What follows belongs to an exercise in optimizing a design on an open flow for small area; a production flow would make more cautious choices. In this exercise RTL edits were held to simulation tests only and were not proved equivalent to the original.

--- flow/design.v ---
`timescale 1ns / 1ps
module color_sensor(
input freqIn,
input clk,
input rst,
output RMF,RMB,LMF,LMB, LM_pwm,RM_pwm,  
output select0,
output select1,
output reg select2,
output reg select3,
output EO,
output [3:0]an, 
output a, b, c, d, e, f, g
    );
    reg [14:0] red;
    reg [14:0] green;
    reg [14:0] blue;
    reg prevFreq;
    reg [16:0] counter;
    reg [16:0] clkCount;
    reg [14:0] freqCount;
    reg [14:0] freq;
    reg [6:0]sseg_temp;
    reg [3:0] colState;
    reg[12:0] counter_r;
    reg[12:0] counter_L;
    reg[12:0] pulsewidth_r;
    reg[12:0] pulsewidth_L;
    reg RM_pwm_temp;
    reg LM_pwm_temp;
    reg [6:0] motor_temp;
    reg RMF_temp, RMB_temp, LMF_temp, LMB_temp;
    assign EO = 0;
    assign select0 = 1;
    assign select1 = 0;
    assign an = 4'b0111;
    always@ (posedge clk)
    begin
        if (rst)
        begin
            counter <= 0;
            prevFreq <= 0;
            freqCount <= 0;
            freq <= 0;
        end
        else
        begin
            counter <= counter + 1;    
            prevFreq <= freqIn;
            if(counter == 12_500)
            begin
                freq <= freqCount << 3;
                freqCount <= 0;
                counter <= 0;
            end
            else if(freqIn == 1 && prevFreq == 0)
            begin
                freqCount <= freqCount + 1;
            end    
        end
    end
    always@(posedge clk)
    begin
        if (rst)
        begin
            counter_r <= 0;
            RM_pwm_temp <= 0;
        end
        else
        begin
            if(counter_r == 1667)
                counter_r <= 0;
            else
                counter_r <= counter_r +1;
            if(counter_r < pulsewidth_r)
                RM_pwm_temp  <= 1;
            else
                RM_pwm_temp <= 0;  
        end
    end
    always@(posedge clk)
    begin
        if (rst)
        begin
            counter_L <= 0;
            LM_pwm_temp <= 0;
        end
        else
        begin
            if(counter_L == 1667)
                counter_L <= 0;
            else
                counter_L <= counter_L +1;
            if(counter_L < pulsewidth_L)
                LM_pwm_temp <= 1;
            else
                LM_pwm_temp <= 0;  
        end
    end
    always@ (posedge clk)
    begin
    if (rst)
    begin
        red <= 0;
        green <= 0;
        blue <= 0;
        clkCount <= 0;
        colState <= 0;
        select2 <= 0;
        select3 <= 0;
        sseg_temp <= 7'b0111111;
        pulsewidth_L <= 0;
        pulsewidth_r <= 0;
        motor_temp <= 4'd3;
    end
    else
    case(colState)
    0 : begin  
            clkCount <= clkCount + 1;
            if(clkCount == 12_500)
            begin 
                red <= freq;
                clkCount <= 0;
                colState <= 1;
                select2 <= 0;
                select3 <= 1;
            end
        end
    1 : begin  
            clkCount <= clkCount + 1;
            if(clkCount == 12_500)
            begin
                blue <= freq;
                clkCount <= 0;
                colState <= 2;
                select2 <= 1;
                select3 <= 1;
            end
        end
    2 : begin
            clkCount <= clkCount + 1;
            if(clkCount == 12_500)
            begin
                green <= freq;
                clkCount <= 0;
                colState <= 3;
                select2 <= 0;
                select3 <= 0;
            end
        end
    3: begin
            if(blue < green && red > blue)
            begin
                sseg_temp <= 7'b0000011;
                pulsewidth_L <= 834;
                pulsewidth_r <= 834;
                motor_temp <= 4'd0;
            end
            else if(red < green && red < blue && red > 1800) 
            begin
                sseg_temp   <= 7'b0101111;
                motor_temp <= 4'd3;
            end
            else if(green < blue && green < red && green > 2500)
            begin
                sseg_temp <= 7'b0000010;
                pulsewidth_L <= 1667;
                pulsewidth_r <= 1667;
                motor_temp <= 4'd0;
            end
            else
            begin
            sseg_temp <= 7'b0111111;
            end
            colState <= 0;
            select2 <= 0;
            select3 <= 0;
        end
    endcase
    end
    assign {g, f, e, d, c, b, a} = sseg_temp;
    always@(*)
     begin 
        case(motor_temp)
            4'd0:  
                begin
                    RMF_temp  =  1;
                    RMB_temp  =  0;
                    LMF_temp  =  1;
                    LMB_temp  =  0;
                end
            4'd1:  
                begin
                    RMF_temp  =  1;
                    RMB_temp  =  0;
                    LMF_temp  =  0;
                    LMB_temp  =  1;
                end
           4'd2:  
                begin
                    RMF_temp  =  0;
                    RMB_temp  =  1;
                    LMF_temp  =  1;
                    LMB_temp  =  0;
                end
          4'd3:  
                begin
                    RMF_temp  =  0;
                    RMB_temp  =  0;
                    LMF_temp  =  0;
                    LMB_temp  =  0;
                end
          4'd4:  
                begin
                    RMF_temp  =  0;
                    RMB_temp  =  1;
                    LMF_temp  =  0;
                    LMB_temp  =  1;
                end
           default:  
                begin
                    RMF_temp  =  1;
                    RMB_temp  =  0;
                    LMF_temp  =  1;
                    LMB_temp  =  0;
                end
        endcase
     end
    assign RM_pwm = RM_pwm_temp;  
    assign LM_pwm = LM_pwm_temp;  
    assign RMF = RMF_temp;
    assign RMB = RMB_temp;
    assign LMF = LMF_temp;
    assign LMB = LMB_temp;
endmodule
--- flow/run.sh ---
#!/bin/bash
# synth_recipe.tcl (not shown) runs the flow's synth.tcl, then flattens the netlist and writes it again
# the make line also repeats each setting of config.mk as NAME=value (left out here)
make -C /OpenROAD-flow-scripts/flow DESIGN_CONFIG=/design/flow/config.mk WORK_HOME=/design/flow/orfs CLKGATE_MAP_FILE= SYNTH_SCRIPT=/design/flow/synth_recipe.tcl finish
--- flow/config.mk ---
export PLATFORM = sky130hd
export DESIGN_NAME = color_sensor
export DESIGN_NICKNAME = color_sensor
export VERILOG_FILES = /design/flow/design.v
export SDC_FILE = /design/flow/constraint.sdc
export NUM_CORES = 4
export LEC_CHECK = 0
export CAP_MARGIN = 20
export CORE_MARGIN = 2
export CORE_UTILIZATION = 40
export SLEW_MARGIN = 20
--- flow/constraint.sdc ---
create_clock -name core_clock -period 10.0 [get_ports {clk}]
set_input_delay 2.0000 -clock core_clock [delete_from_list [all_inputs] [get_ports {clk}]]
set_output_delay 2.0000 -clock core_clock [all_outputs]
set_load 0.01 [all_outputs]
==> results.sh <==
export IMPL_drc_errors=0
export IMPL_antennaDiodeCount=0
export IMPL_ys_warn_count=1
export IMPL_hold_viol=0
export IMPL_ctsResizeCount=0
export IMPL_row_count=47
export IMPL_die_x_um=133
export IMPL_p_total_w=0.00122
export IMPL_nNetsFinal=850
export IMPL_async_reset_ff_frac=0
export IMPL_grt_first_pass_wirelength_mm=22.8
export IMPL_fin_setup_tns_ns=0
export IMPL_rsz0062_at_grt="false"
export IMPL_fp_dieH_um=133
export IMPL_die_area_um2=17800
export IMPL_num_vias=5094
export IMPL_ys_seq_area_frac=0.400
export IMPL_path_class="reg2out"
export IMPL_p_per_area_nw_per_um2=162
export IMPL_drv_slew=0
export IMPL_worst_ep_required_time_ns=8.00
export IMPL_cp_arrival_ns=1.34
export IMPL_grt_overflow=0
export IMPL_grt_max_degree=71
export IMPL_clk_pin_slew_ns=0.06
export IMPL_fin_crit_sh=0.334
export IMPL_peakVddDrop_uv=126
export IMPL_n_fill_cell=1702
export IMPL_cp_max_fo=3
export IMPL_ios=25
export IMPL_antenna_found_initial=0
export IMPL_max_freq_mhz=299
export IMPL_finalSetupViolCount=0
export IMPL_postSynthAreaPerCell_um2=8.49
export IMPL_grt_usage=0.159
export IMPL_gp_congestion=0.799
export IMPL_post_cts_buffers=0
export IMPL_worst_pin_slew_ns=1.00
export IMPL_grt_pass1_vias=4787
export IMPL_topRoutingLayerUsed="met4"
export IMPL_m1WireLength_mm=6.78
export IMPL_reg2reg_setup_slack_ns=7.31
export IMPL_clock_skew_ns=0.00993
export IMPL_cts_tree="built"
export IMPL_drv_cap=0
export IMPL_cts_max_level=4
export IMPL_clk_latency_ns=0.43
export IMPL_synthCells=790
export IMPL_met2_wirelength_mm=5.83
export IMPL_fin_crit_ns=3.34
export IMPL_synthToLayoutAreaGrowth_pct=12.2
export IMPL_ant_nets=0
export IMPL_wl_per_cell_um=13.0
export IMPL_cp_start_kind="flop"
export IMPL_firstDrtPassIters=5
export IMPL_place_hpwl_mm=9.04
export IMPL_end_kind="primary output"
export IMPL_cts_path_max_buffers=2
export IMPL_root_buffer="clkbuf_16"
export IMPL_route_met3_wl_um=500
export IMPL_mostFrequentLayoutCells="134 x dfxtp_1, 96 x nor2_1, 71 x nand3_1"
export IMPL_layout_commonest_cell="dfxtp_1"
export IMPL_start_util=0.407
export IMPL_hold_class="reg2reg"
export IMPL_synth_cell_types=48
export IMPL_wirelength_mm=13.3
export IMPL_slew_headroom=0.326
export IMPL_drive_gt1_frac=0.0525
export IMPL_leakage_nw=2.82
export IMPL_cts_hold_fix_buffers=0
export IMPL_clkSinkCount=134
export IMPL_drtIter0Drc=229
export IMPL_syn_area_um2=6700
export IMPL_synth_seq_cells=134
export IMPL_cts_buffers_inserted=17
export IMPL_run_status="complete, no violations"
export IMPL_drt_vias_per_instance=4.99
export IMPL_synthFlopType="dfxtp_1"
export IMPL_place_port_buffers=13
export IMPL_synth_edf_count=0
export IMPL_core_area_um2=16500
## per-stage QoR
step | util | cells | cell area (um2) | setup slack, ns | hold slack, ns
after floorplan | - | 799 | 6740 | 6.97 | 0.430
after global placement | 0.421 | 988 | 6930 | 6.26 | 0.444
after detailed placement | 0.421 | 988 | 6930 | 6.25 | 0.448
after CTS | 0.457 | 1020 | 7520 | 6.64 | 0.457
after global routing | 0.457 | 1020 | 7520 | 6.58 | 0.487
final | 0.457 | 1020 | 7520 | 6.66 | 0.454
## final cells by class
cell class	instances	area (um2)	area share
sequential	134	2680	0.357
multi-input combinational	572	3650	0.485
inverter	47	176	0.0234
timing repair buffer	15	140	0.0186
clock inverter	12	143	0.0190
clock buffer	20	457	0.0607
tap	220	275	0.0366
## logic make-up (layout without fill, tap and decap cells)
family                   count (synthesis)  after routing  share of synthesized area
flip-flops                             134            134                      0.400
buffers and inverters                   93             94                     0.0616
other                                    2             11                    0.00112
AO/OA/AOI/OAI                          104            104                     0.0939
multiplexers                            16             16                     0.0239
AND/OR/NAND/NOR                        321            321                      0.229
adder cells (fa/ha/maj)                 60             60                      0.112
XOR/XNOR                                60             60                     0.0784
## per-layer routing
layer,GRT usage,up-vias
met3,0.0487,13
met1,0.216,2331
met5,0,-
met4,0.0567,0
met2,0.239,69
li1,-,2681
## flip-flops by register name (all words and copies together) (netlist names), 2 cells and up
signal / cells
blue: 12
clkCount: 17
colState: 2
counter: 17
counter_L: 13
counter_r: 13
freq: 12
freqCount: 12
green: 12
pulsewidth_L: 3
red: 12
sseg_temp: 3
## worst paths after layout
check / startpoint / to / depth (start not counted)
worst max-delay path: motor_temp[0]$_SDFFE_PP1P_ / LMF / 2
worst min register to register: blue[14]$_SDFFE_PP0P_ / blue[14]$_SDFFE_PP0P_ / 2
worst min-delay path: blue[14]$_SDFFE_PP0P_ / blue[14]$_SDFFE_PP0P_ / 2
worst max register to register: clkCount[0]$_SDFFE_PP0P_ / clkCount[7]$_SDFFE_PP0P_ / 9
## cells in the mapped netlist, types with 2 or more instances
cell type,instances,area [um2]
or2_2,3,18.8
a31o_2,2,17.5
and4_1,5,43.8
nand4b_1,2,17.5
clkbuf_1,23,86.3
ha_1,60,751
xnor2_1,22,193
nand3_1,71,355
or3_1,4,25.0
o21a_1,3,22.5
and3_1,14,87.6
a21oi_1,55,275
o211ai_1,6,45.0
o31ai_1,2,15.0
a211oi_1,3,22.5
mux2i_1,16,160
o22ai_1,2,12.5
nand2_1,69,259
buf_2,9,45.0
o21ai_0,12,60.1
a221o_1,2,20.0
or4_1,2,15.0
nor2b_1,8,50.1
buf_4,14,105
and2_1,3,18.8
nor3_1,15,75.1
inv_1,46,173
xor2_1,38,333
nor4_1,9,56.3
dfxtp_1,134,2680
nor2_1,96,360
nand4_1,16,100
conb_1,2,7.51
a21o_1,8,60.1
## worst max-delay path, cell delays in order (launching register included)
cell             delay (ns)
dfxtp_1                0.32
inv_1                  0.07
clkdlybuf4s50_1        0.53
## report_power, final
part            total, W  switching (W)  internal, W
sequential      0.000548     0.00000784     0.000540
combinational  0.0000406      0.0000253    0.0000153
clock           0.000634       0.000250     0.000384

afterwards: timing with drivers on the ports:
How much do the figures lean on ideal ports? The routed layout below was timed once more, with nothing changed but the port constraints. Step 1 assumes that a clkbuf_16 drives the clock port and a buf_2 every other input. Step 2 moves the port delays by t, midway between the first and last clock arrival at a register: inputs arrive t later, outputs are due t later. That takes back most of the time a late clock gives input paths. Three values: ideal, step 1, step 2; two values: the first two.
t (ns): 0.472
setup WS [ns]: 6.656 / 6.614 / 6.264
clock arrival spread, ns: 0.011 / 0.011
After both steps this run still meets setup and hold. For this run, drivers alone change the setup slack by -0.042 ns; drivers and shift together by -0.392 ns.
